Context: an optimization exercise on an open-source flow, tuned for small area and a short achievable clock period. The choices shown serve that exercise and are no tape-out recipe. In this exercise RTL edits were held to simulation tests only and were not proved equivalent to the original. No activity file was given, so power comes from the tool's default toggle rates.

## v26
## mips_pipeline
module mips_pipeline( clk, rst, pc_enable, imem_addr, imem_rdata,
					  dmem_addr, dmem_wdata, dmem_we, dmem_rdata );
For scale: ~4300 cells after synthesis, about 160 I/O pins, ~63000 um^2 of cells after synthesis.
export LEC_CHECK = 0
export CAP_MARGIN = 20
export CORE_MARGIN = 2
export CORE_UTILIZATION = 40
export CTS_CLUSTER_DIAMETER = 110
export CTS_CLUSTER_SIZE = 22
export PLACE_DENSITY = 0.6
export SLEW_MARGIN = 20
export SYNTH_HIERARCHICAL = 1
export SYNTH_MINIMUM_KEEP_SIZE = 0
create_clock -name core_clock -period 14.5 [get_ports {clk}]
standard.sh (not shown) runs the stock make flow with config.mk's settings and CLKGATE_MAP_FILE= SYNTH_SCRIPT=/design/flow/synth_recipe.tcl, a recipe that flattens the netlist after the stock synthesis.
==> flow/flow/run.sh <==
#!/bin/bash
# Layout flow: the standard ORFS flow (standard.sh, unchanged synthesis,
# floorplan, power grid, placement, CTS and routing) with two changes:
#  - every input and output port still gets a buffer, but a plain
#    sky130_fd_sc_hd__buf_2 instead of the cell buffer_ports picks by itself;
#  - setup repair aims for 10.7 ns of slack on the 14.5 ns clock, so that
#    the resizer works on the paths that set the achieved period.
# The SDC, clock period, I/O delays and loads are the standard flow's, untouched.
# make's full output goes to standard.log; each ORFS step keeps its own log
# under orfs/logs/.
set -euo pipefail
bash standard.sh \
	"BUFFER_PORTS_ARGS=-buffer_cell sky130_fd_sc_hd__buf_2" \
	SETUP_SLACK_MARGIN=10.7 \
	finish > standard.log 2>&1
Input changes introduced in v35 (baseline for comparison: v26):
--- a/flow/design.v
+++ b/flow/design.v
@@ -79,23 +79,23 @@
 		id_instr <= imem_rdata ;
 		id_pc4 <= pc4 ;
 		id_valid <= !rst ;
 	end
 	wire [5:0] op = id_instr[31:26] ;
 	wire [5:0] funct = id_instr[5:0] ;
 	wire [4:0] rs = id_instr[25:21] ;
 	wire [4:0] rt = id_instr[20:16] ;
 	wire [4:0] rd = id_instr[15:11] ;
 	wire [4:0] shamt = id_instr[10:6] ;
 	wire [31:0] sext = { {16{id_instr[15]}}, id_instr[15:0] } ;
-	wire rtype = id_valid && ( op == 6'd0 ) && ( id_instr != 32'd0 ) ;
+	wire rtype = id_valid && ( op == 6'd0 ) ;
 	wire i_srl  = rtype && ( funct == 6'd2 ) ;
 	wire i_divu = rtype && ( funct == 6'd27 ) ;
 	wire i_mfhi = rtype && ( funct == 6'd16 ) ;
 	wire i_mflo = rtype && ( funct == 6'd18 ) ;
 	wire i_jr   = rtype && ( funct == 6'd8 ) ;
 	wire i_add  = rtype && ( funct == 6'd32 ) ;
 	wire i_sub  = rtype && ( funct == 6'd34 ) ;
 	wire i_or   = rtype && ( funct == 6'd37 ) ;
 	wire i_slt  = rtype && ( funct == 6'd42 ) ;
 	wire i_lw   = id_valid && ( op == 6'd35 ) ;
 	wire i_sw   = id_valid && ( op == 6'd43 ) ;
@@ -205,23 +205,26 @@
 	always @( posedge clk ) begin
 		if ( rst )
 			wb_waddr <= 5'd0 ;
 		else
 			wb_waddr <= mem_waddr ;
 		wb_data <= mem_lw ? dmem_rdata : mem_res ;
 		wb_lo <= mem_mflo ;
 		wb_hi <= mem_mfhi && !mem_mflo ;
 		wb_d <= !( mem_mfhi || mem_mflo ) ;
 	end
 	reg [31:0] hi, lo ;
-	wire [31:0] wd = ( {32{wb_lo}} & lo ) | ( {32{wb_hi}} & hi ) | ( {32{wb_d}} & wb_data ) ;
+	reg hl_valid ;
+	wire rd_lo = wb_lo && hl_valid ;
+	wire rd_hi = wb_hi && hl_valid ;
+	wire [31:0] wd = ( {32{rd_lo}} & lo ) | ( {32{rd_hi}} & hi ) | ( {32{wb_d}} & wb_data ) ;
 	always @( posedge clk ) begin
 		for ( k = 1 ; k < 32 ; k = k + 1 )
 			if ( wb_waddr == k )
 				rf[k] <= wd ;
 	end
 	wire [31:0] jtgt = { id_pc4[31:28], id_instr[25:0], 2'b00 } ;
 	wire pc_go = !rst && pc_enable ;
 	wire pc_hd = !rst && !pc_enable ;
 	wire pc_jr = pc_go && i_jr ;
 	wire pc_j  = pc_go && !i_jr && i_j ;
 	wire pc_br = pc_go && !i_jr && !i_j && mem_taken ;
@@ -252,21 +255,21 @@
 			dv_c <= ( dv_c == 6'd35 ) ? 6'd0 : dv_c + 6'd1 ;
 		if ( dv_c == 6'd3 ) begin
 			dv_q <= dv_a ;
 			dv_r <= 32'd0 ;
 		end
 		else if ( dv_c >= 6'd4 ) begin
 			dv_q <= { dv_q[30:0], dv_ge } ;
 			dv_r <= dv_ge ? dv_diff[31:0] : dv_sh[31:0] ;
 		end
 		dv_p1 <= !rst && ( dv_c == 6'd35 ) ;
 		dv_p2 <= !rst && dv_p1 ;
-		if ( rst ) begin
-			hi <= 32'd0 ;
-			lo <= 32'd0 ;
-		end
-		else if ( dv_p2 ) begin
+		if ( rst )
+			hl_valid <= 1'b0 ;
+		else if ( dv_p2 )
+			hl_valid <= 1'b1 ;
+		if ( dv_p2 ) begin
 			hi <= dv_r ;
 			lo <= dv_q ;
 		end
 	end
 endmodule
## What came out
Summary of v35 over v26: fraction of standard cell area in multi-input logic moved down; worst hold path cell count level.
Delta(maximum cell stage delay along the critical path, v35 - v26) < 0
v35 vs v26, endpoint arrival time on the critical path went down by 50 ps.
In v35 relative to v26, cell area power density had gone down slightly.
v35 vs v26 — final standard cell area without fillers dropped slightly
Delta (v35 minus v26): clock power stayed essentially flat, setup fix buffers added after clock tree synthesis increased by about 24% relative to the old numbers, area growth from synthesis to layout saw an increase.

==> re-timing with driven ports <==
How much do the figures lean on ideal ports? The routed layouts below were timed once more, with nothing changed but the port constraints. Step 1, drivers: a clkbuf_16 drives clk and a buf_2 each remaining input, both assumed. Step 2, shift: input delay + t, output delay - t, t = (earliest + latest rising clock arrival at the registers) / 2. This alone moves slack from input paths to output paths. a / b / c = ideal / step 1 / step 2; a / b = the first two.
run | t (ns) | setup slack, ns | slew at the worst register clock pin (ns) | pins driven straight from the clock port
v26 | 0.788 | 10.283 / 10.202 / 10.020 | 0.10 / 0.10 | 1
v35 | 0.793 | 10.327 / 10.248 / 9.937 | 0.10 / 0.10 | 1
After both steps every run listed still meets setup and hold. For v35, which loses most, drivers alone change the setup slack by -0.079 ns; drivers and shift together by -0.390 ns.
